This is an optimization exercise on Yosys and OpenROAD, whose aim is small area and a short achievable clock period, not a production implementation. No run shown here included a check of the RTL's function; only the layout flow was run. In run 1 the design's own scripts or RTL, not TritonCTS, make the clock network. The flow treats the clock pin as an ideal source. Dropping or thinning the clock tree relies on that and would not hold on a real chip. No activity file was given, so power comes from the tool's default toggle rates.

==> flow/design.v, too long to show whole: its modules and the start of the top module <==
// module mult_unsigned: 1512 lines
// module mult_pg: 4 lines
// module mult_fa: 4 lines
// module mult_ha: 4 lines
module mult_unsigned (
	input clk, rst,
	input [15:0] A,
	input [23:0] B,
	output [39:0] result
);
  // ...
==> flow/flow/run.sh <==
#!/bin/bash
# Layout flow: the standard synthesis unchanged, then the standard ORFS
# steps with plain buffers on the ports and the setup-repair target below.
set -euo pipefail
bash standard.sh synth > synth.log 2>&1
sed -e 's/SETUP_SLACK_MARGIN=[-0-9.]*/SETUP_SLACK_MARGIN=5.58/' standard.sh > layout.sh
export BUFFER_PORTS_ARGS="-buffer_cell sky130_fd_sc_hd__buf_1"
export PRE_CTS_TCL=$(pwd)/flow/manual_cts.tcl MCTS_LEAVES=14 MCTS_ROOTS=4 MCTS_CLASSES='r2:sky130_fd_sc_hd__dlygate4sd3_1+sky130_fd_sc_hd__dlygate4sd3_1+sky130_fd_sc_hd__dlygate4sd3_1+sky130_fd_sc_hd__dlygate4sd3_1+sky130_fd_sc_hd__dlygate4sd1_1 r3:sky130_fd_sc_hd__dlygate4sd3_1+sky130_fd_sc_hd__dlygate4sd3_1 r4:sky130_fd_sc_hd__dlygate4sd3_1' REMOVE_ABC_BUFFERS=1
bash layout.sh finish > layout.log 2>&1
==> flow/flow/manual_cts.tcl <==
# Two-level clock tree built by hand, in place of the flow's clock tree
# synthesis: the clock port drives a few root buffers; each root buffer drives
# the leaf buffers of its region, and each leaf buffer drives one cluster of
# flip-flops (k-means on their positions). Every register gets the same two
# buffer stages; no register's clock is delayed on purpose.
proc mcts_kmeans {pts k} {
  # pts: list of {x y}; returns {assign cx cy counts}
  set n [llength $pts]
  set sorted [lsort -real -index 0 $pts]
  set cx {}; set cy {}
  for {set i 0} {$i < $k} {incr i} {
    set s [lindex $sorted [expr {int(($i + 0.5) * $n / $k)}]]
    lappend cx [lindex $s 0]; lappend cy [lindex $s 1]
  }
  for {set iter 0} {$iter < 40} {incr iter} {
    set sx [lrepeat $k 0.0]; set sy [lrepeat $k 0.0]; set sc [lrepeat $k 0]
    set assign {}
    foreach s $pts {
      set best 0; set bd 1e30
      for {set i 0} {$i < $k} {incr i} {
        set d [expr {abs([lindex $s 0] - [lindex $cx $i]) + abs([lindex $s 1] - [lindex $cy $i])}]
        if {$d < $bd} { set bd $d; set best $i }
      }
      lappend assign $best
      lset sx $best [expr {[lindex $sx $best] + [lindex $s 0]}]
      lset sy $best [expr {[lindex $sy $best] + [lindex $s 1]}]
      lset sc $best [expr {[lindex $sc $best] + 1}]
    }
    for {set i 0} {$i < $k} {incr i} {
      if {[lindex $sc $i] > 0} {
        lset cx $i [expr {[lindex $sx $i] / [lindex $sc $i]}]
        lset cy $i [expr {[lindex $sy $i] / [lindex $sc $i]}]
      }
    }
  }
  return [list $assign $cx $cy $sc]
}

# capacity-limited assignment of points to centres (nearest first), with the
# centres moved to their points' mean, repeated
proc mcts_balance {pts cx cy cap} {
  set n [llength $pts]
  set k [llength $cx]
  for {set iter 0} {$iter < 10} {incr iter} {
    set pairs {}
    for {set l 0} {$l < $n} {incr l} {
      set p [lindex $pts $l]
      for {set r 0} {$r < $k} {incr r} {
        lappend pairs [list [expr {abs([lindex $p 0] - [lindex $cx $r]) + abs([lindex $p 1] - [lindex $cy $r])}] $l $r]
      }
    }
    set assign [lrepeat $n -1]
    set sc [lrepeat $k 0]
    foreach pr [lsort -real -index 0 $pairs] {
      lassign $pr d l r
      if {[lindex $assign $l] >= 0 || [lindex $sc $r] >= $cap} { continue }
      lset assign $l $r
      lset sc $r [expr {[lindex $sc $r] + 1}]
    }
    set sx [lrepeat $k 0.0]; set sy [lrepeat $k 0.0]
    for {set l 0} {$l < $n} {incr l} {
      set r [lindex $assign $l]
      lset sx $r [expr {[lindex $sx $r] + [lindex $pts $l 0]}]
      lset sy $r [expr {[lindex $sy $r] + [lindex $pts $l 1]}]
    }
    for {set r 0} {$r < $k} {incr r} {
      if {[lindex $sc $r] > 0} { lset cx $r [expr {[lindex $sx $r] / [lindex $sc $r]}]; lset cy $r [expr {[lindex $sy $r] / [lindex $sc $r]}] }
    }
  }
  return [list $assign $cx $cy $sc]
}

proc mcts_build {nleaf nroot} {
  set block [ord::get_db_block]
  set db [ord::get_db]
  set clknet [[$block findBTerm clk] getNet]
  set master [$db findMaster sky130_fd_sc_hd__clkbuf_16]
  set lmaster $master
  if {[info exists ::env(MCTS_LEAF_CELL)]} { set lmaster [$db findMaster $::env(MCTS_LEAF_CELL)] }
  # register classes: "prefix:cell+cell ..." puts the named delay cells in
  # front of the leaf buffers of the registers whose names start with prefix
  set classes {{"" {}}}
  if {[info exists ::env(MCTS_CLASSES)]} {
    foreach c $::env(MCTS_CLASSES) {
      lassign [split $c :] pre chain
      lappend classes [list $pre [split $chain +]]
    }
  }
  set sinks {}
  foreach it [$clknet getITerms] {
    set inst [$it getInst]
    set name [$inst getName]
    set cls 0
    for {set c 1} {$c < [llength $classes]} {incr c} {
      if {[string match "[lindex $classes $c 0]*" $name]} { set cls $c; break }
    }
    set loc [$inst getLocation]
    set m [$inst getMaster]
    lappend sinks [list $it $cls [expr {[lindex $loc 0] + [$m getWidth] / 2}] [expr {[lindex $loc 1] + [$m getHeight] / 2}]]
  }
  set n [llength $sinks]
  set cap [expr {int(ceil(double($n) / $nleaf))}]
  # leaf clusters, class by class
  set leaves {}
  set sink_leaf {}
  for {set c 0} {$c < [llength $classes]} {incr c} {
    set pts {}; set its {}
    foreach s $sinks {
      if {[lindex $s 1] == $c} { lappend pts [lrange $s 2 3]; lappend its [lindex $s 0] }
    }
    if {[llength $pts] == 0} { continue }
    set k [expr {max(1, int(ceil(double([llength $pts]) / $cap)))}]
    lassign [mcts_kmeans $pts $k] assign cx cy sc
    lassign [mcts_balance $pts $cx $cy [expr {int(ceil(double([llength $pts]) / $k))}]] assign cx cy sc
    set base [llength $leaves]
    for {set i 0} {$i < $k} {incr i} { lappend leaves [list [lindex $cx $i] [lindex $cy $i] $c [lindex $sc $i]] }
    set j 0
    foreach it $its { lappend sink_leaf [list $it [expr {$base + [lindex $assign $j]}]]; incr j }
  }
  set nl [llength $leaves]
  set lpts {}
  foreach l $leaves { lappend lpts [lrange $l 0 1] }
  lassign [mcts_kmeans $lpts $nroot] rassign rcx rcy rsc
  lassign [mcts_balance $lpts $rcx $rcy [expr {int(ceil(double($nl) / $nroot))}]] rassign rcx rcy rsc
  set rootnets {}
  for {set r 0} {$r < $nroot} {incr r} {
    if {[lindex $rsc $r] == 0} { lappend rootnets {}; continue }
    set root [odb::dbInst_create $block $master mcts_root_$r]
    $root setLocation [expr {int([lindex $rcx $r])}] [expr {int([lindex $rcy $r])}]
    $root setPlacementStatus PLACED
    [$root findITerm A] connect $clknet
    set rnet [odb::dbNet_create $block mcts_root_net_$r]
    $rnet setSigType CLOCK
    [$root findITerm X] connect $rnet
    lappend rootnets $rnet
  }
  set leafnets {}
  for {set i 0} {$i < $nl} {incr i} {
    lassign [lindex $leaves $i] x y c cnt
    set x [expr {int($x)}]; set y [expr {int($y)}]
    set drv [lindex $rootnets [lindex $rassign $i]]
    set d 0
    foreach cell [lindex $classes $c 1] {
      set dl [odb::dbInst_create $block [$db findMaster $cell] mcts_dly_${i}_$d]
      $dl setLocation $x $y
      $dl setPlacementStatus PLACED
      [$dl findITerm A] connect $drv
      set dnet [odb::dbNet_create $block mcts_dly_net_${i}_$d]
      $dnet setSigType CLOCK
      [$dl findITerm X] connect $dnet
      set drv $dnet
      incr d
    }
    set leaf [odb::dbInst_create $block $lmaster mcts_leaf_$i]
    $leaf setLocation $x $y
    $leaf setPlacementStatus PLACED
    [$leaf findITerm A] connect $drv
    set lnet [odb::dbNet_create $block mcts_leaf_net_$i]
    $lnet setSigType CLOCK
    [$leaf findITerm X] connect $lnet
    lappend leafnets $lnet
  }
  foreach sl $sink_leaf {
    set it [lindex $sl 0]
    $it disconnect
    $it connect [lindex $leafnets [lindex $sl 1]]
  }
  puts "manual clock tree: $n sinks, $nl leaf buffers, $nroot root buffers $rsc, classes $classes"
}

set mcts_leaves 10
set mcts_roots 3
if {[info exists ::env(MCTS_LEAVES)]} { set mcts_leaves $::env(MCTS_LEAVES) }
if {[info exists ::env(MCTS_ROOTS)]} { set mcts_roots $::env(MCTS_ROOTS) }
mcts_build $mcts_leaves $mcts_roots
set_propagated_clock [all_clocks]
# the tree is built: the flow's clock_tree_synthesis call becomes a no-op
rename clock_tree_synthesis mcts_orig_clock_tree_synthesis
proc clock_tree_synthesis {args} { puts "clock_tree_synthesis skipped: manual clock tree" }
==> flow/standard.sh <==
#!/bin/bash
# synth_recipe.tcl (not shown) runs the flow's synth.tcl, then flattens the netlist and writes it again
# the make line also repeats each setting of config.mk as NAME=value (left out here)
make -C /OpenROAD-flow-scripts/flow DESIGN_CONFIG=/design/flow/config.mk WORK_HOME=/design/flow/orfs CLKGATE_MAP_FILE= SYNTH_SCRIPT=/design/flow/synth_recipe.tcl "${@:-finish}"
==> flow/config.mk <==
export PLATFORM = sky130hd
export DESIGN_NAME = mult_unsigned
export DESIGN_NICKNAME = mult_unsigned
export VERILOG_FILES = /design/flow/design.v
export SDC_FILE = /design/flow/constraint.sdc
export NUM_CORES = 4
export LEC_CHECK = 0
export CAP_MARGIN = 20
export CORE_MARGIN = 2
export CORE_UTILIZATION = 40
export SETUP_SLACK_MARGIN = 5
export SLEW_MARGIN = 20
export SYNTH_HIERARCHICAL = 1
export SYNTH_MINIMUM_KEEP_SIZE = 0
==> flow/constraint.sdc <==
create_clock -name core_clock -period 8.0 [get_ports {clk}]
set_input_delay 1.6000 -clock core_clock [delete_from_list [all_inputs] [get_ports {clk}]]
set_output_delay 1.6000 -clock core_clock [all_outputs]
set_load 0.01 [all_outputs]
==> qor.yml, run 1 <==
status:
  status: "complete, but fails checks"
  so.violations: "hold timing"
synth:
  yosys_warnings: 7
  synth_edf_count: 0
  synth.cell_area_um2: 13900
  synth_compound_area_share_pct: 13.5
  yosysMostFrequentCell: "xnor2_1"
worst_hold_path:
  hold_path.class: "reg2reg"
setup_path:
  ff2ff_setup_slack_ns: 5.53
  endpoint: "r2[39]$_DFF_P_"
  required_ns: 10.62
power:
  power-top-group: "combinational logic"
  powerSeq_w: 0.00170
  clk-power_w: 0.000989
  p_sw_w: 0.00419
  switching_share_pct: 40.7
clock_tree:
  cts_resized: 160
sta:
  finalCritPeriodShare_pct: 30.9
  hold_slack_ns: -1.07
  relSlewSlack_pct: 46.8
  hold_violations: 32
placement:
  hpwlAfterDp_um: 22300
  io_buffers: 81
global_route:
  first_global_vias: 10687
  grtUsageMet3_pct: 5.04
routing:
  drt_first_iter_violations: 902
  highest_layer: "met4"
  drc: 0
final_layout:
  final_nets: 1686
  layout_commonest_cell: "xnor2_1"
run:
  drv_cap: 0
floorplan:
  rows: 68
==> run 2: changes to the inputs <==
--- a/flow/design.v
+++ b/flow/design.v
@@ -2,17 +2,17 @@
 	input clk, rst,
 	input [15:0] A,
 	input [23:0] B,
 	output [39:0] result
 );
 reg [23:0] rb;
 reg [7:0] r_one, r_two, r_neg;
 reg r_a15;
-reg [39:0] r2;
+reg [115:0] r2;
 reg [39:0] r3, r4, r5;
 reg [3:0] v;
 wire [16:0] ax = {A, 1'b0};
 wire [7:0] e_one, e_two, e_neg;
 genvar gi;
 generate for (gi = 0; gi < 8; gi = gi + 1) begin : enc
 	assign e_one[gi] = ax[2*gi+1] ^ ax[2*gi];
 	assign e_two[gi] = (ax[2*gi+2] & ~ax[2*gi+1] & ~ax[2*gi]) | (~ax[2*gi+2] & ax[2*gi+1] & ax[2*gi]);
@@ -1242,57 +1242,57 @@
 mult_fa u137 (.a(s441), .b(c438), .c(c440), .s(s513), .co(c514));
 mult_fa u138 (.a(c442), .b(s445), .c(s447), .s(s515), .co(c516));
 mult_fa u139 (.a(c446), .b(s449), .c(s451), .s(s517), .co(c518));
 mult_fa u140 (.a(s453), .b(c450), .c(s455), .s(s519), .co(c520));
 mult_fa u141 (.a(pp203), .b(c454), .c(c456), .s(s521), .co(c522));
 mult_fa u142 (.a(pp180), .b(pp204), .c(s459), .s(s523), .co(c524));
 mult_fa u143 (.a(i239), .b(pp181), .c(pp205), .s(s525), .co(c526));
 mult_fa u144 (.a(ns182), .b(pp230), .c(pp229), .s(s527), .co(c528));
-mult_ha u145 (.a(r_neg[1]), .b(pp3), .s(s529), .co(c530));
-mult_ha u146 (.a(pp4), .b(pp28), .s(s531), .co(c532));
-mult_fa u147 (.a(pp29), .b(pp53), .c(s461), .s(s533), .co(c534));
-mult_fa u148 (.a(pp54), .b(c462), .c(s463), .s(s535), .co(c536));
-mult_fa u149 (.a(c464), .b(s349), .c(s465), .s(s537), .co(c538));
-mult_fa u150 (.a(c466), .b(s351), .c(s467), .s(s539), .co(c540));
-mult_fa u151 (.a(s355), .b(c468), .c(s469), .s(s541), .co(c542));
-mult_fa u152 (.a(s359), .b(c470), .c(s471), .s(s543), .co(c544));
-mult_fa u153 (.a(c472), .b(s363), .c(s473), .s(s545), .co(c546));
-mult_fa u154 (.a(c474), .b(s367), .c(s475), .s(s547), .co(c548));
-mult_fa u155 (.a(s371), .b(c476), .c(s477), .s(s549), .co(c550));
-mult_fa u156 (.a(s375), .b(c478), .c(s479), .s(s551), .co(c552));
-mult_fa u157 (.a(s379), .b(c480), .c(s481), .s(s553), .co(c554));
-mult_fa u158 (.a(s383), .b(c482), .c(s483), .s(s555), .co(c556));
-mult_fa u159 (.a(s387), .b(c484), .c(s485), .s(s557), .co(c558));
-mult_fa u160 (.a(s391), .b(c486), .c(s487), .s(s559), .co(c560));
-mult_fa u161 (.a(s395), .b(c488), .c(s489), .s(s561), .co(c562));
-mult_fa u162 (.a(s399), .b(c490), .c(s491), .s(s563), .co(c564));
-mult_fa u163 (.a(s403), .b(c492), .c(s493), .s(s565), .co(c566));
-mult_fa u164 (.a(s407), .b(c494), .c(s495), .s(s567), .co(c568));
-mult_fa u165 (.a(s411), .b(c496), .c(s497), .s(s569), .co(c570));
-mult_fa u166 (.a(s415), .b(c498), .c(s499), .s(s571), .co(c572));
-mult_fa u167 (.a(s419), .b(c500), .c(s501), .s(s573), .co(c574));
-mult_fa u168 (.a(s423), .b(c502), .c(s503), .s(s575), .co(c576));
-mult_fa u169 (.a(s427), .b(c504), .c(s505), .s(s577), .co(c578));
-mult_fa u170 (.a(s431), .b(c506), .c(s507), .s(s579), .co(c580));
-mult_fa u171 (.a(s435), .b(c508), .c(s509), .s(s581), .co(c582));
-mult_fa u172 (.a(s439), .b(c510), .c(s511), .s(s583), .co(c584));
-mult_fa u173 (.a(s443), .b(c512), .c(s513), .s(s585), .co(c586));
-mult_fa u174 (.a(c444), .b(c514), .c(s515), .s(s587), .co(c588));
-mult_fa u175 (.a(c448), .b(s517), .c(c516), .s(s589), .co(c590));
-mult_fa u176 (.a(c452), .b(s519), .c(c518), .s(s591), .co(c592));
-mult_fa u177 (.a(s457), .b(s521), .c(c520), .s(s593), .co(c594));
-mult_fa u178 (.a(c458), .b(c522), .c(s523), .s(s595), .co(c596));
-mult_fa u179 (.a(c460), .b(s525), .c(c524), .s(s597), .co(c598));
-mult_fa u180 (.a(pp206), .b(s527), .c(c526), .s(s599), .co(c600));
-mult_fa u181 (.a(i240), .b(pp207), .c(c528), .s(s601), .co(c602));
-mult_fa u182 (.a(ns208), .b(pp232), .c(pp231), .s(s603), .co(c604));
-mult_pg u183 (.a(r_neg[0]), .b(pp1), .p(p606), .g(g605));
-mult_pg u184 (.a(pp2), .b(1'b0), .p(p608), .g(g607));
-mult_pg u185 (.a(pp27), .b(s529), .p(p610), .g(g609));
+mult_ha u145 (.a(r2[3]), .b(r2[4]), .s(s529), .co(c530));
+mult_ha u146 (.a(r2[6]), .b(r2[7]), .s(s531), .co(c532));
+mult_fa u147 (.a(r2[8]), .b(r2[9]), .c(r2[10]), .s(s533), .co(c534));
+mult_fa u148 (.a(r2[11]), .b(r2[12]), .c(r2[13]), .s(s535), .co(c536));
+mult_fa u149 (.a(r2[14]), .b(r2[15]), .c(r2[16]), .s(s537), .co(c538));
+mult_fa u150 (.a(r2[17]), .b(r2[18]), .c(r2[19]), .s(s539), .co(c540));
+mult_fa u151 (.a(r2[20]), .b(r2[21]), .c(r2[22]), .s(s541), .co(c542));
+mult_fa u152 (.a(r2[23]), .b(r2[24]), .c(r2[25]), .s(s543), .co(c544));
+mult_fa u153 (.a(r2[26]), .b(r2[27]), .c(r2[28]), .s(s545), .co(c546));
+mult_fa u154 (.a(r2[29]), .b(r2[30]), .c(r2[31]), .s(s547), .co(c548));
+mult_fa u155 (.a(r2[32]), .b(r2[33]), .c(r2[34]), .s(s549), .co(c550));
+mult_fa u156 (.a(r2[35]), .b(r2[36]), .c(r2[37]), .s(s551), .co(c552));
+mult_fa u157 (.a(r2[38]), .b(r2[39]), .c(r2[40]), .s(s553), .co(c554));
+mult_fa u158 (.a(r2[41]), .b(r2[42]), .c(r2[43]), .s(s555), .co(c556));
+mult_fa u159 (.a(r2[44]), .b(r2[45]), .c(r2[46]), .s(s557), .co(c558));
+mult_fa u160 (.a(r2[47]), .b(r2[48]), .c(r2[49]), .s(s559), .co(c560));
+mult_fa u161 (.a(r2[50]), .b(r2[51]), .c(r2[52]), .s(s561), .co(c562));
+mult_fa u162 (.a(r2[53]), .b(r2[54]), .c(r2[55]), .s(s563), .co(c564));
+mult_fa u163 (.a(r2[56]), .b(r2[57]), .c(r2[58]), .s(s565), .co(c566));
+mult_fa u164 (.a(r2[59]), .b(r2[60]), .c(r2[61]), .s(s567), .co(c568));
+mult_fa u165 (.a(r2[62]), .b(r2[63]), .c(r2[64]), .s(s569), .co(c570));
+mult_fa u166 (.a(r2[65]), .b(r2[66]), .c(r2[67]), .s(s571), .co(c572));
+mult_fa u167 (.a(r2[68]), .b(r2[69]), .c(r2[70]), .s(s573), .co(c574));
+mult_fa u168 (.a(r2[71]), .b(r2[72]), .c(r2[73]), .s(s575), .co(c576));
+mult_fa u169 (.a(r2[74]), .b(r2[75]), .c(r2[76]), .s(s577), .co(c578));
+mult_fa u170 (.a(r2[77]), .b(r2[78]), .c(r2[79]), .s(s579), .co(c580));
+mult_fa u171 (.a(r2[80]), .b(r2[81]), .c(r2[82]), .s(s581), .co(c582));
+mult_fa u172 (.a(r2[83]), .b(r2[84]), .c(r2[85]), .s(s583), .co(c584));
+mult_fa u173 (.a(r2[86]), .b(r2[87]), .c(r2[88]), .s(s585), .co(c586));
+mult_fa u174 (.a(r2[89]), .b(r2[90]), .c(r2[91]), .s(s587), .co(c588));
+mult_fa u175 (.a(r2[92]), .b(r2[93]), .c(r2[94]), .s(s589), .co(c590));
+mult_fa u176 (.a(r2[95]), .b(r2[96]), .c(r2[97]), .s(s591), .co(c592));
+mult_fa u177 (.a(r2[98]), .b(r2[99]), .c(r2[100]), .s(s593), .co(c594));
+mult_fa u178 (.a(r2[101]), .b(r2[102]), .c(r2[103]), .s(s595), .co(c596));
+mult_fa u179 (.a(r2[104]), .b(r2[105]), .c(r2[106]), .s(s597), .co(c598));
+mult_fa u180 (.a(r2[107]), .b(r2[108]), .c(r2[109]), .s(s599), .co(c600));
+mult_fa u181 (.a(r2[110]), .b(r2[111]), .c(r2[112]), .s(s601), .co(c602));
+mult_fa u182 (.a(r2[113]), .b(r2[114]), .c(r2[115]), .s(s603), .co(c604));
+mult_pg u183 (.a(r2[0]), .b(r2[1]), .p(p606), .g(g605));
+mult_pg u184 (.a(r2[2]), .b(1'b0), .p(p608), .g(g607));
+mult_pg u185 (.a(r2[5]), .b(s529), .p(p610), .g(g609));
 mult_pg u186 (.a(c530), .b(s531), .p(p612), .g(g611));
 mult_pg u187 (.a(c532), .b(s533), .p(p614), .g(g613));
 mult_pg u188 (.a(c534), .b(s535), .p(p616), .g(g615));
 mult_pg u189 (.a(c536), .b(s537), .p(p618), .g(g617));
 mult_pg u190 (.a(c538), .b(s539), .p(p620), .g(g619));
 mult_pg u191 (.a(c540), .b(s541), .p(p622), .g(g621));
 mult_pg u192 (.a(c542), .b(s543), .p(p624), .g(g623));
 mult_pg u193 (.a(c544), .b(s545), .p(p626), .g(g625));
@@ -1481,27 +1481,27 @@
 assign g838 = g669 | (p670 & g837);
 assign g839 = g716 | (p717 & g837);
 assign g840 = g754 | (p755 & g837);
 assign g841 = g756 | (p757 & g837);
 assign g842 = g790 | (p791 & g837);
 assign g843 = g792 | (p793 & g837);
 assign g844 = g794 | (p795 & g837);
 assign g845 = g796 | (p797 & g837);
-wire [39:0] sx = {c602, c600, c598, c596, c594, c592, c590, c588, c586, c584, c582, c580, c578, c576, c574, c572, c570, c568, c566, c564, c562, c560, c558, c556, c554, c552, c550, c548, c546, c544, c542, c540, c538, c536, c534, c532, c530, pp27, pp2, r_neg[0]};
-wire [39:0] sy = {s603, s601, s599, s597, s595, s593, s591, s589, s587, s585, s583, s581, s579, s577, s575, s573, s571, s569, s567, s565, s563, s561, s559, s557, s555, s553, s551, s549, s547, s545, s543, s541, s539, s537, s535, s533, s531, s529, 1'b0, pp1};
+wire [39:0] sx = {c602, c600, c598, c596, c594, c592, c590, c588, c586, c584, c582, c580, c578, c576, c574, c572, c570, c568, c566, c564, c562, c560, c558, c556, c554, c552, c550, c548, c546, c544, c542, c540, c538, c536, c534, c532, c530, r2[5], r2[2], r2[0]};
+wire [39:0] sy = {s603, s601, s599, s597, s595, s593, s591, s589, s587, s585, s583, s581, s579, s577, s575, s573, s571, s569, s567, s565, s563, s561, s559, s557, s555, s553, s551, s549, s547, s545, s543, s541, s539, s537, s535, s533, s531, s529, 1'b0, r2[1]};
 wire [39:0] prod = {(p684 ^ g844), (p682 ^ g843), (p680 ^ g842), (p678 ^ g841), (p676 ^ g840), (p674 ^ g839), (p672 ^ g838), (p670 ^ g837), (p668 ^ g836), (p666 ^ g835), (p664 ^ g834), (p662 ^ g833), (p660 ^ g832), (p658 ^ g831), (p656 ^ g830), (p654 ^ g829), (p652 ^ g828), (p650 ^ g827), (p648 ^ g826), (p646 ^ g825), (p644 ^ g824), (p642 ^ g823), (p640 ^ g822), (p638 ^ g805), (p636 ^ g804), (p634 ^ g803), (p632 ^ g802), (p630 ^ g801), (p628 ^ g800), (p626 ^ g799), (p624 ^ g798), (p622 ^ g765), (p620 ^ g764), (p618 ^ g763), (p616 ^ g762), (p614 ^ g725), (p612 ^ g724), (p610 ^ g685), (p608 ^ g605), p606};
 always @(posedge clk) begin
 	rb <= B;
 	r_one <= e_one;
 	r_two <= e_two;
 	r_neg <= e_neg;
 	r_a15 <= A[15];
-	r2 <= prod;
-	r3 <= r2;
+	r2 <= {pp231, pp232, ns208, pp207, i240, c528, s527, pp206, c526, s525, c460, c524, s523, c458, c522, s521, s457, c520, s519, c452, c518, s517, c448, c516, s515, c444, c514, s513, s443, c512, s511, s439, c510, s509, s435, c508, s507, s431, c506, s505, s427, c504, s503, s423, c502, s501, s419, c500, s499, s415, c498, s497, s411, c496, s495, s407, c494, s493, s403, c492, s491, s399, c490, s489, s395, c488, s487, s391, c486, s485, s387, c484, s483, s383, c482, s481, s379, c480, s479, s375, c478, s477, s371, c476, s475, s367, c474, s473, s363, c472, s471, s359, c470, s469, s355, c468, s467, s351, c466, s465, s349, c464, s463, pp54, c462, s461, pp53, pp29, pp28, pp4, pp27, pp3, r_neg[1], pp2, pp1, r_neg[0]};
+	r3 <= prod;
 	r4 <= r3;
 end
 always @(posedge clk or posedge rst) begin
 	if (rst) begin
 		v <= 4'b0;
 		r5 <= 40'b0;
 	end else begin
 		v <= {v[2:0], 1'b1};
==> flow/flow/run.sh (replaced) <==
#!/bin/bash
# Layout flow: the standard synthesis unchanged, then the standard ORFS
# steps with plain buffers on the ports and the setup-repair target below.
set -euo pipefail
bash standard.sh synth > synth.log 2>&1
sed -e 's/SETUP_SLACK_MARGIN=[-0-9.]*/SETUP_SLACK_MARGIN=5/' standard.sh > layout.sh
export BUFFER_PORTS_ARGS="-buffer_cell sky130_fd_sc_hd__buf_1"

bash layout.sh finish > layout.log 2>&1
removed: flow/flow/manual_cts.tcl
==> run 2 against run 1 <==
Compared with the run above:
- the run now finishes clean
- global-route usage is 2.9 points lower
- final cell count shrank 0.80%
- register-to-register slack worse by 0.52 ns
- setup slack worse by 0.52 ns
- critical path depth decreased by 7
- routed wire length decreased by 5.8%
- utilization decreased by 5.5 points
- die area is 11% higher
- synthesized cell count rose by 5.9%
- critical path type unchanged
- largest power group unchanged
==> qor.yml, run 2 <==
sta:
  finalMaxSlewViolations: 0
  finalCritPeriodShare_pct: 37.4  # +6.5 points
  fin_ws_ns: 5.01
  hold_slack_ns: 0.320  # +1.39 ns
  fmax_ghz: 0.335
  grt_setup_unrepaired: "yes"
  hold_violations: 0  # -100%
  skew_ns: 0.0165
  setup_viol: 0
  tightest_slew_ns: 0.874
  relSlewSlack_pct: 41.7  # -5.1 points
  fin_setup_tns_ns: 0
  finalCriticalPeriod_ns: 2.99
floorplan:
  rows: 71  # +4.4%
  fp.coreArea_um2: 37800
  dieArea_um2: 40100
  io_pins: 82
  start_util_pct: 40.7
  die_w_um: 200
  dieHeight_um: 200
placement:
  io_buffers: 81  # unchanged
  place.gp.congestion: 0.876
  pre_cts_slack_ns: 4.88
  hpwlAfterDp_um: 22900  # +3.1%
synth:
  yosys_warnings: 7  # unchanged
  avgSynthCellArea_um2: 12.0
  yosysMostFrequentCell: "dfxtp_1"
  async_reset_ff_share_pct: 15.3
  synth.ff_latch_count: 288
  synth.cell_area_um2: 15400  # +11%
  syn_inst: 1290
  netlist.area_leader.share_pct: 31.7
  ys_seq_area_share_pct: 38.8
  yosys_most_used_dff: "dfxtp_1"
  netlist-cell-type-count: 49
  synth_edf_count: 0  # unchanged
  ys_top_cells_by_count: "dfxtp_1, xnor2_1, a22oi_1"
  yosysTopAreaCell: "dfxtp_1"
  synthTopCellsByArea: "dfxtp_1, fa_1, xnor2_1"
setup_path:
  critPathCaptureType: "flip-flop"
  critPathSlowestCell: "fa_1"
  crit_fanout: 4
  worstPathBufferInverterCount: 0
  path_common_cell: "a21o_1"
  crit_family: "compound AO/OA/AOI/OAI gates"
  crit_chain: "fa_1 -> ha_4 -> a21o_1 -> a21o_1 -> a21oi_2 -> o211ai_4 -> a31o_4 -> a21oi_4 -> o211ai_2 -> and3_1 -> a311o_1"
  critPathKind: "reg2reg"
  crit_start: "r2[37]$_DFF_P_"
  crit_path_start_kind: "flip-flop"
  critical-path-max-stage-delay_ns: 0.59
  required_ns: 8.42  # -2.20 ns
  cp.arrival_ns: 3.41
  r2r_start: "r2[37]$_DFF_P_"
power:
  p_leak_nw: 6.77
  power.total_w: 0.00789
  p_per_area_nw_per_um2: 452
  ir_worst_vdd_mv: 0.203
clock_tree:
  cts_buffers: 34
  htree_levels: 2
  path_clk_slew_ns: 0.06
  root_buffer: "clkbuf_16"
  clock_sinks: 288
  clock_path_buffers: 3
  tritoncts: "built"
  hold_buffers: 0
  clock_latency_ns: 0.54
final_layout:
  fillCellCount: 3549
  layout-drive-gt1-share_pct: 10.6
  final_nets: 1590  # -5.7%
  layout_commonest_cell: "dfxtp_1"
  seq_area_um2: 6010
  layout_common_cells: "dfxtp_1, xnor2_1, a22oi_1, fa_1, buf_1"
  largest_reg_flops: 116
  areaGrowthSynthToFinish_pct: 13.2
  fin_util_pct: 46.1
  top_register: "r2"
  diodes: 0
  multi_input_area_um2: 9080
routing:
  wl_met1_um: 16000
  drc: 0  # unchanged
  detail-route-antenna-nets: 0
  vias: 9839
  drt_wl_total_um: 36700
  drt_pre_antenna_iters: 6
  wl_met2_um: 16200
  drt_first_iter_violations: 738  # -18%
  vias_per_cell: 5.31
  dr_wl_met3_um: 3430
  wl_per_cell_um: 19.8
  highest_layer: "met4"
global_route:
  grt_max_degree: 52
  grt_first_pass_wirelength_um: 58000
  first_global_vias: 10321  # -3.4%
  overflow: 0
  grt_usage_pct: 18.5
  antenna_found_initial: 0
status:
  status: "timing/DRC/antenna clean"
worst_hold_path:
  hold_path.class: "reg2reg"
  hold_start: "r3[8]$_DFF_P_"
run:
  drv_cap: 0  # unchanged
-- run 2: final timing paths --
| check | slack, ns | to | cells past startpoint |
|---|---|---|---|
| worst max register to register | 5.01 | r3[39]$_DFF_P_ | 11 |
| max in group asynchronous | 6.35 | r5[2]$_DFF_PP0_ | 3 |
| worst min-delay path | 0.32 | r4[8]$_DFF_P_ | 0 |
| worst min register to register | 0.32 | r4[8]$_DFF_P_ | 0 |
| min in group asynchronous | 1.21 | r5[20]$_DFF_PP0_ | 3 |
| worst max-delay path | 5.01 | r3[39]$_DFF_P_ | 11 |
-- run 2: per-stage QoR --
stage                     instance area [um2]  std cells
final                                   17500       1854
after global routing                    17500       1854
after CTS                               17300       1852
after detailed placement                16100       1789
after global placement                  16100       1789
after floorplan                         15400       1290
-- run 2: what timing repair did --
item,in CTS,in global routing
resized for setup,11,30
buffers inserted,4,2
pin swaps,8,7
endpoints found under the hold margin,0,0
endpoints found under the setup margin,28,44
-- run 2: layer usage --
metal | vias to the layer above | GRT usage (%)
li1 | 4381 | -
met1 | 4935 | 24.8
met2 | 443 | 27.8
met3 | 80 | 5.66
met4 | 0 | 7.65
met5 | - | 0
-- run 2: worst reg2reg max path: stages, from the launching register on --
cell and delay, ns:
dfxtp_1 0.31, fa_1 0.59, ha_4 0.23, a21o_1 0.17, a21o_1 0.18, a21oi_2 0.19, o211ai_4 0.15, a31o_4 0.28
a21oi_4 0.22, o211ai_2 0.14, and3_1 0.17, a311o_1 0.26
-- run 2: cell families (layout without fill, tap and decap cells) --
group / Yosys count / after routing / synth area share (%)
flip-flops: 288 / 288 / 38.8
AO/OA/AOI/OAI: 249 / 249 / 12.3
XOR/XNOR: 235 / 235 / 13.3
adder cells (fa/ha/maj): 228 / 228 / 26.7
AND/OR/NAND/NOR: 155 / 155 / 5.53
buffers and inverters: 133 / 186 / 3.24
other: 2 / 2 / 0.0487
-- run 2: final cells by class --
cell class	instances	share of cell area, %
Multi-Input combinational cell	869	52.0
Sequential cell	288	34.4
Clock buffer	49	6.14
Tap cell	511	3.66
Timing Repair Buffer	105	2.77
Clock inverter	10	0.480
Inverter	22	0.473
-- run 2: report_power, final --
group / switching, W / internal (W) / total (W)
combinational: 0.00208 / 0.00194 / 0.00402
sequential: 0.000266 / 0.00205 / 0.00231
clock: 0.000599 / 0.000960 / 0.00156
total: 0.00295 / 0.00495 / 0.00789
-- run 2: Yosys stat by module, one instance, submodules excluded --
module | flops+latches | cells inside
mult_unsigned | 288 | 1068
mult_fa | 0 | 1
mult_ha | 0 | 1
mult_pg | 0 | 1
==> run 3: changes to the inputs <==
--- a/flow/flow/run.sh
+++ b/flow/flow/run.sh
@@ -4,5 +4,5 @@
 set -euo pipefail
 bash standard.sh synth > synth.log 2>&1
-sed -e 's/SETUP_SLACK_MARGIN=[-0-9.]*/SETUP_SLACK_MARGIN=5/' standard.sh > layout.sh
+sed -e 's/SETUP_SLACK_MARGIN=[-0-9.]*/SETUP_SLACK_MARGIN=5.3/' standard.sh > layout.sh
 export BUFFER_PORTS_ARGS="-buffer_cell sky130_fd_sc_hd__buf_1"
 
--- a/flow/config.mk
+++ b/flow/config.mk
@@ -9,4 +9,6 @@
 export CORE_MARGIN = 2
 export CORE_UTILIZATION = 40
+export CTS_CLUSTER_DIAMETER = 100
+export CTS_CLUSTER_SIZE = 30
 export SETUP_SLACK_MARGIN = 5
 export SLEW_MARGIN = 20
==> run 3 against run 2 <==
Compared with the run above:
- maximum frequency is 0.16% higher
- utilization decreased by 0.92 points
- sequential power about the same
- design area shrank 2.0%
- power fell by 2.9%
- routed wire length decreased by 0.16%
- setup slack better by 0.0048 ns
- first-iteration DRC count increased by 13%
- synthesized cell count did not move
- largest cell class unchanged
- largest power group unchanged
==> qor.yml, run 3 <==
status:
  status: "timing/DRC/antenna clean"
power:
  p_sw_w: 0.00299  # +1.3%
  p_comb_share_pct: 58.1  # +7.1 points
  ir_worst_vdd_mv: 0.256  # +26%
  switching_share_pct: 39.0  # +1.6 points
  power_frac_clock_pct: 11.7  # -8.1 points
  p_leak_nw: 6.52  # -3.7%
  p_seq_share_pct: 30.2  # +0.9 points
  p_per_area_nw_per_um2: 448  # -0.96%
  power.internal_w: 0.00468  # -5.5%
sta:
  grt_setup_unrepaired: "yes"
  hold_violations: 0  # unchanged
  fin_setup_tns_ns: 0  # unchanged
  hold_slack_ns: 0.335  # +0.0150 ns
  finalCritPeriodShare_pct: 37.3  # -0.060 points
  relSlewSlack_pct: 58.6  # +17 points
  skew_ns: 0.0260  # +0.00942 ns
  fmax_ghz: 0.335  # +0.16%
  setup_viol: 0  # unchanged
  tightest_slew_ns: 0.621  # -0.252 ns
  finalMaxSlewViolations: 0  # unchanged
  finalCriticalPeriod_ns: 2.98  # -0.00478 ns
routing:
  drt_wl_total_um: 36600  # -0.16%
  drt_first_iter_violations: 833  # +13%
  drt_pre_antenna_iters: 7  # +1
  drc: 0  # unchanged
  vias_per_cell: 5.31  # +0.11%
  detail-route-antenna-nets: 0  # unchanged
  wl_per_cell_um: 19.9  # +0.87%
  vias: 9749  # -0.91%
setup_path:
  r2r_start: "r2[37]$_DFF_P_"
  ff2ff_path_depth: 11  # unchanged
  crit_fanout: 4  # unchanged
  required_ns: 8.40  # -0.02 ns
  critPathKind: "reg2reg"
  r2r_end: "r3[39]$_DFF_P_"
  ff2ff_setup_slack_ns: 5.02  # about the same
  crit_path_start_kind: "flip-flop"
  critPathCaptureType: "flip-flop"
  cp.arrival_ns: 3.39  # -0.02 ns
global_route:
  first_global_vias: 10449  # +1.2%
  grt_usage_pct: 18.5  # about the same
  grt_max_degree: 52  # unchanged
  grt_first_pass_wirelength_um: 59000  # +1.8%
  use_met2_pct: 29.6  # +1.8 points
  overflow: 0  # unchanged
  gr-usage-met1_pct: 25.4  # +0.64 points
  antenna_found_initial: 1  # +1
  top_usage_layer: "met2"
  grtUsageMet3_pct: 4.10  # -1.6 points
synth:
  synthTopCellsByArea: "dfxtp_1, fa_1, xnor2_1"
  yosys.area_share.xor_xnor_pct: 13.3  # unchanged
  synth.ff_latch_count: 288  # unchanged
  netlist-cell-type-count: 49  # unchanged
  syn_inst: 1290  # unchanged
  synth_top_family_by_area: "adder cells"
  yosysTopAreaCell: "dfxtp_1"
  yosysMostFrequentCell: "dfxtp_1"
  synth_compound_area_share_pct: 12.3  # unchanged
  synth_edf_count: 0  # unchanged
  netlist.area_leader.share_pct: 31.7  # unchanged
  synthSimpleGateAreaFrac_pct: 5.53  # unchanged
  async_reset_ff_share_pct: 15.3  # unchanged
  ys_seq_area_share_pct: 38.8  # unchanged
  ys_top_cells_by_count: "dfxtp_1, xnor2_1, a22oi_1"
  synth_fa_ha_area_share_pct: 26.7  # unchanged
  muxShareOfSynthArea_pct: 0  # unchanged
  yosys_most_used_dff: "dfxtp_1"
  avgSynthCellArea_um2: 12.0  # unchanged
  synth.cell_area_um2: 15400  # unchanged
  yosys_warnings: 7  # unchanged
final_layout:
  top_register: "r2"
  fillCellCount: 3534  # -0.42%
  layout_common_cells: "xnor2_1, dfxtp_1, a22oi_1, fa_1, buf_1"
  largest_reg_flops: 116  # unchanged
  final_nets: 1585  # -0.31%
  layout_commonest_cell: "xnor2_1"
  final_area_um2: 17100  # -2.0%
  fin_cells: 1835  # -1.0%
  areaGrowthSynthToFinish_pct: 11.0
  layout-drive-gt1-share_pct: 11.7  # +1.1 points
placement:
  place.gp.congestion: 0.856  # -2.3%
  hpwlAfterDp_um: 23300  # +1.3%
  io_buffers: 81  # unchanged
  post-place-cells: 1789  # unchanged
  placed_area_um2: 16100  # +0.16%
clock_tree:
  root_buffer: "clkbuf_16"
  hold_buffers: 0  # unchanged
  clock_path_buffers: 3  # unchanged
  clock_sinks: 288  # unchanged
  path_clk_slew_ns: 0.10  # +0.04 ns
  tritoncts: "built"
  htree_levels: 1  # -1
  clock_latency_ns: 0.51  # -0.03 ns
  cts_buffers: 15  # -56%
floorplan:
  rows: 71  # unchanged
  io_pins: 82  # unchanged
  dieHeight_um: 200  # unchanged
  dieArea_um2: 40100  # unchanged
  die_w_um: 200  # unchanged
  start_util_pct: 40.7  # unchanged
  fp.coreArea_um2: 37800  # unchanged
worst_hold_path:
  min_path_cells: 0  # unchanged
  hold_start: "r3[11]$_DFF_P_"
  holdPathEnd: "r4[11]$_DFF_P_"
  hold_path.class: "reg2reg"
run:
  drv_cap: 0  # unchanged
run 3: layout make-up:
cell class	count	area, um2	share of cell area [%]
Sequential cell	288	6060	35.4
Tap cell	511	639	3.74
Clock inverter	6	85.1	0.497
Timing Repair Buffer	119	613	3.58
Inverter	22	82.6	0.483
Antenna cell	1	2.50	0.0146
Multi-Input combinational cell	869	9210	53.8
Clock buffer	19	422	2.46
run 3: worst max path at each step:
stage	start	endpoint	cells after the start
after floorplan	r2[29]$_DFF_P_	r3[39]$_DFF_P_	11
after global placement	r2[49]$_DFF_P_	r3[30]$_DFF_P_	11
after detailed placement	r2[49]$_DFF_P_	r3[30]$_DFF_P_	11
after CTS	r2[37]$_DFF_P_	r3[39]$_DFF_P_	11
after global routing	r2[47]$_DFF_P_	r3[33]$_DFF_P_	13
final	r2[37]$_DFF_P_	r3[39]$_DFF_P_	11
run 3: critical path: stages (launching register included):
cell and delay, ns:
dfxtp_2 0.33, fa_1 0.59, ha_4 0.22, a21o_1 0.17, a21o_1 0.18, a21oi_2 0.18
o211ai_4 0.15, a31o_4 0.27, a21oi_4 0.21, o211ai_2 0.15, and3_1 0.17, a311o_1 0.26
run 3: stage by stage:
stage | setup slack (ns) | utilization, % | power, W
3_5_place_dp | 4.84 | 42.6 | 0.00604
6_report | 5.02 | 45.2 | 0.00766
4_1_cts | 4.99 | 44.5 | 0.00734
2_1_floorplan | 5.27 | - | 0.00512
5_1_grt | 4.91 | 45.2 | 0.00837
3_3_place_gp | 4.87 | 42.6 | 0.00597
run 3: cells by family (layout without fill, tap and decap cells):
kind of cell	Yosys count	in the layout
other	2	3
and+or+nand+nor	155	155
xor gates and xnor gates	235	235
buffers and inverters	133	166
DFF	288	288
AOI/OAI and AO/OA	249	249
adders and majority gates	228	228
run 3: Yosys stat by module (local to each module, per instance):
module         copies in the design  cell area (um2)  flip-flops and latches
mult_fa                         168             20.0                       0
mult_pg                          40             12.5                       0
mult_ha                          14             12.5                       0
mult_unsigned                     1            11400                     288
run 3: power groups by stage:
stage	Sequential, W	Combinational, W	Clock [W]
after floorplan	0.00225	0.00287	0
after global placement	0.00234	0.00363	0
after detailed placement	0.00234	0.00369	0
after CTS	0.00231	0.00408	0.000944
after global routing	0.00237	0.00500	0.000996
final	0.00231	0.00445	0.000898
run 3: what timing repair did:
action,4_1_cts,5_1_grt
endpoints found under the hold margin,0,0
setup buffers,13,7
pin swaps,16,20
gates resized for setup,48,43
cloned,0,0
setup endpoints to repair,62,52
run 3: routing by layer:
layer	vias up	routed length, um
li1	4354	-
met1	4891	16200
met2	436	16600
met3	68	3090
met4	0	707
met5	-	0
==> run 4: changes to the inputs <==
--- a/flow/flow/run.sh
+++ b/flow/flow/run.sh
@@ -4,5 +4,5 @@
 set -euo pipefail
 bash standard.sh synth > synth.log 2>&1
-sed -e 's/SETUP_SLACK_MARGIN=[-0-9.]*/SETUP_SLACK_MARGIN=5.3/' standard.sh > layout.sh
+sed -e 's/SETUP_SLACK_MARGIN=[-0-9.]*/SETUP_SLACK_MARGIN=5.2/' standard.sh > layout.sh
 export BUFFER_PORTS_ARGS="-buffer_cell sky130_fd_sc_hd__buf_1"
 
==> run 4 against run 3 <==
Compared with the run above:
- still clean on timing, DRC and antenna
- global-route usage rose by 0.067 points
- sequential power barely moved
- routed wire length grew 0.48%
- critical path type unchanged
- largest cell class unchanged
==> qor.yml, run 4 <==
placement:
  hpwlAfterDp_um: 23500  # +1.2%
  io_buffers: 81  # unchanged
  place.gp.congestion: 0.866  # +1.2%
  post-place-cells: 1789  # unchanged
  pre_cts_slack_ns: 4.87  # +0.0335 ns
final_layout:
  fillCellCount: 3602  # +1.9%
  seq_area_um2: 6040  # -0.33%
  diodes: 0  # -1
  areaGrowthSynthToFinish_pct: 9.31
  final_nets: 1572  # -0.82%
  fin_cells: 1821  # -0.76%
  layout_common_cells: "xnor2_1, dfxtp_1, a22oi_1, fa_1, buf_1"
  layout_commonest_cell: "xnor2_1"
  largest_reg_flops: 116  # unchanged
  top_register: "r2"
  layout-drive-gt1-share_pct: 9.85  # -1.9 points
  multi_input_area_um2: 9120  # -0.92%
floorplan:
  io_pins: 82  # unchanged
  dieArea_um2: 40100  # unchanged
  die_w_um: 200  # unchanged
  start_util_pct: 40.7  # unchanged
  fp.coreArea_um2: 37800  # unchanged
  dieHeight_um: 200  # unchanged
  rows: 71  # unchanged
global_route:
  grt_max_degree: 52  # unchanged
  first_global_vias: 10517  # +0.65%
  antenna_found_initial: 0  # -1
  overflow: 0  # unchanged
  grt_usage_pct: 18.6  # +0.067 points
  grt_first_pass_wirelength_um: 59100  # +0.12%
clock_tree:
  clock_path_buffers: 3  # unchanged
  path_clk_slew_ns: 0.12  # +0.02 ns
  cts_buffers: 14  # -1
  clock_latency_ns: 0.53  # +0.02 ns
  clock_sinks: 288  # unchanged
  htree_levels: 1  # unchanged
  hold_buffers: 0  # unchanged
  root_buffer: "clkbuf_16"
  tritoncts: "built"
power:
  p_sw_w: 0.00287  # -3.9%
  ir_worst_vdd_mv: 0.191  # -25%
  power_frac_clock_pct: 12.0  # +0.3 points
  switching_share_pct: 39.4  # +0.40 points
  p_seq_share_pct: 31.7  # +1.5 points
  p_leak_nw: 6.43  # -1.3%
  p_comb_share_pct: 56.3  # -1.8 points
  p_per_area_nw_per_um2: 432  # -3.4%
  power.internal_w: 0.00442  # -5.5%
synth:
  yosysTopAreaCell: "dfxtp_1"
  netlist-cell-type-count: 49  # unchanged
  yosys_warnings: 7  # unchanged
  synth.ff_latch_count: 288  # unchanged
  yosysMostFrequentCell: "dfxtp_1"
  synth_edf_count: 0  # unchanged
  ys_top_cells_by_count: "dfxtp_1, xnor2_1, a22oi_1"
  syn_inst: 1290  # unchanged
  yosys_most_used_dff: "dfxtp_1"
  netlist.area_leader.share_pct: 31.7  # unchanged
  synth.cell_area_um2: 15400  # unchanged
  avgSynthCellArea_um2: 12.0  # unchanged
  async_reset_ff_share_pct: 15.3  # unchanged
  synthTopCellsByArea: "dfxtp_1, fa_1, xnor2_1"
  ys_seq_area_share_pct: 38.8  # unchanged
routing:
  drc: 0  # unchanged
  wl_met2_um: 16800  # +1.0%
  wl_met1_um: 16400  # +1.0%
  vias_per_cell: 5.35  # +0.73%
  dr_wl_met3_um: 2970  # -4.0%
  drt_first_iter_violations: 737  # -12%
  wl_per_cell_um: 20.2  # +1.2%
  vias: 9745  # -0.041%
  highest_layer: "met4"
  detail-route-antenna-nets: 0  # unchanged
  drt_pre_antenna_iters: 5  # -2
  drt_wl_total_um: 36800  # +0.48%
status:
  status: "timing/DRC/antenna clean"
sta:
  finalMaxSlewViolations: 0  # unchanged
  setup_viol: 0  # unchanged
  finalCriticalPeriod_ns: 3.00  # +0.0158 ns
  hold_violations: 0  # unchanged
  fin_setup_tns_ns: 0  # unchanged
  fmax_ghz: 0.333  # -0.53%
  skew_ns: 0.0351  # +0.00915 ns
  tightest_slew_ns: 0.770  # +0.149 ns
  relSlewSlack_pct: 48.6  # -10 points
  grt_setup_unrepaired: "yes"
  fin_ws_ns: 5.00  # -0.0158 ns
  finalCritPeriodShare_pct: 37.5  # +0.20 points
setup_path:
  cp.arrival_ns: 3.40  # about the same
  r2r_end: "r3[39]$_DFF_P_"
  required_ns: 8.40  # about the same
  critPathKind: "reg2reg"
  ff2ff_setup_slack_ns: 5.00  # -0.02 ns
  r2r_start: "r2[37]$_DFF_P_"
  crit_fanout: 4  # unchanged
  critPathCaptureType: "flip-flop"
  crit_path_start_kind: "flip-flop"
  ff2ff_path_depth: 11  # unchanged
run:
  drv_cap: 0  # unchanged
worst_hold_path:
  holdPathEnd: "r4[31]$_DFF_P_"
  hold_path.class: "reg2reg"
  min_path_cells: 0  # unchanged
  hold_start: "r3[31]$_DFF_P_"
-- run 4: cell counts after synthesis --
Identical to the previous run, type by type.
-- run 4: kinds of logic (layout without fill, tap and decap cells) --
kind of cell,after synthesis,after routing,share of synthesized area (%)
and+or+nand+nor,155,155,5.53
AOI/OAI and AO/OA,249,249,12.3
adders and majority gates,228,228,26.7
buffers and inverters,133,153,3.24
DFF,288,288,38.8
other,2,2,0.0487
xor gates and xnor gates,235,235,13.3
-- run 4: power by group through the flow --
stage	logic (W)	registers [W]	clock network (W)
6_report	0.00410	0.00231	0.000874
5_1_grt	0.00462	0.00237	0.000971
4_1_cts	0.00392	0.00231	0.000912
3_5_place_dp	0.00369	0.00235	0
3_3_place_gp	0.00359	0.00234	0
2_1_floorplan	0.00283	0.00225	0
-- run 4: Yosys stat by module (local to each module, per instance) --
module	cell area, um2	cells inside
mult_pg	12.5	1
mult_ha	12.5	1
mult_fa	20.0	1
mult_unsigned	11400	1068
-- run 4: cell type report --
class | count | share of cell area (%)
inverters | 22 | 0.490
multi-input cells | 869 | 54.1
flip-flops and latches | 288 | 35.8
well taps | 511 | 3.79
repair buffers | 107 | 2.98
clock buffers | 20 | 2.52
clock inverters | 4 | 0.267
-- run 4: worst max path at each step --
stage | from | to | slack, ns | cells after the start
after global routing | r2[37]$_DFF_P_ | r3[39]$_DFF_P_ | 4.90 | 11
final | r2[37]$_DFF_P_ | r3[39]$_DFF_P_ | 5.00 | 11
after CTS | r2[37]$_DFF_P_ | r3[39]$_DFF_P_ | 4.94 | 11
after global placement | r2[49]$_DFF_P_ | r3[30]$_DFF_P_ | 4.86 | 11
after floorplan | r_neg[3]$_DFF_P_ | r2[46]$_DFF_P_ | 5.19 | 6
after detailed placement | r2[49]$_DFF_P_ | r3[30]$_DFF_P_ | 4.87 | 11
-- run 4: critical path, cell delays in order (launching register included) --
cell	delay, ns
dfxtp_2	0.34
fa_1	0.58
ha_4	0.22
a21o_1	0.18
a21o_1	0.18
a21oi_2	0.19
o211ai_4	0.14
a31o_4	0.26
a21oi_4	0.22
o211ai_2	0.13
and3_1	0.17
a311o_1	0.27
-- run 4: per-stage QoR --
| stage | hold slack, ns | area (um2) | utilization, % | total power (W) |
|---|---|---|---|---|
| floorplan | 0.310 | 15400 | - | 0.00508 |
| global placement | 0.312 | 16100 | 42.5 | 0.00593 |
| detailed placement | 0.312 | 16100 | 42.5 | 0.00603 |
| CTS | 0.323 | 16700 | 44.1 | 0.00714 |
| global route | 0.325 | 16900 | 44.5 | 0.00797 |
| finish | 0.326 | 16900 | 44.5 | 0.00729 |
-- run 4: repair_timing --
item | CTS | global route
buffers inserted | 4 | 4
gates resized for setup | 36 | 29
setup endpoints to repair | 51 | 44
pin swaps | 11 | 6
-- run 4: metal layers --
layer / vias up / global-route usage (%)
li1: 4334 / -
met1: 4939 / 25.7
met2: 413 / 29.4
met3: 59 / 4.02
met4: 0 / 4.97
met5: - / 0

==> port drivers added, routing unchanged <==
The results above use ideal ports. As a check the final layouts listed here were re-extracted and re-timed, cells and wires unchanged.
Step 1: set_driving_cell puts a clkbuf_16 on clk and a buf_2 on each other input, an assumption about the parent block.
Step 2, shift: input delay + t, output delay - t, t = (earliest + latest rising clock arrival at the registers) / 2. This alone moves slack from input paths to output paths.
Slacks: no drivers / after step 1 / after step 2; pairs: no drivers / after step 1.
run	t, ns	setup WS [ns]	worst hold slack (ns)	latest minus earliest clock arrival (ns)	worst register clock-pin slew, ns
run 1	1.638	5.531 / 5.470 / 4.531	-1.067 / -1.067 / -1.067	2.496 / 2.496	0.10 / 0.10
run 2	0.587	5.011 / 5.011 / 5.011	0.320 / 0.320 / 0.320	0.017 / 0.017	0.06 / 0.06
run 3	0.553	5.016 / 5.016 / 5.016	0.335 / 0.335 / 0.335	0.026 / 0.026	0.11 / 0.11
run 4	0.565	5.000 / 5.000 / 5.000	0.326 / 0.326 / 0.326	0.036 / 0.036	0.12 / 0.12
Clock arrivals are far apart in run 1, so t is only a midpoint there and step 2 fits no single register. For run 1, which loses most, drivers alone change the setup slack by -0.061 ns; drivers and shift together by -1.000 ns. The worst setup slack also covers recovery checks on asynchronous resets.
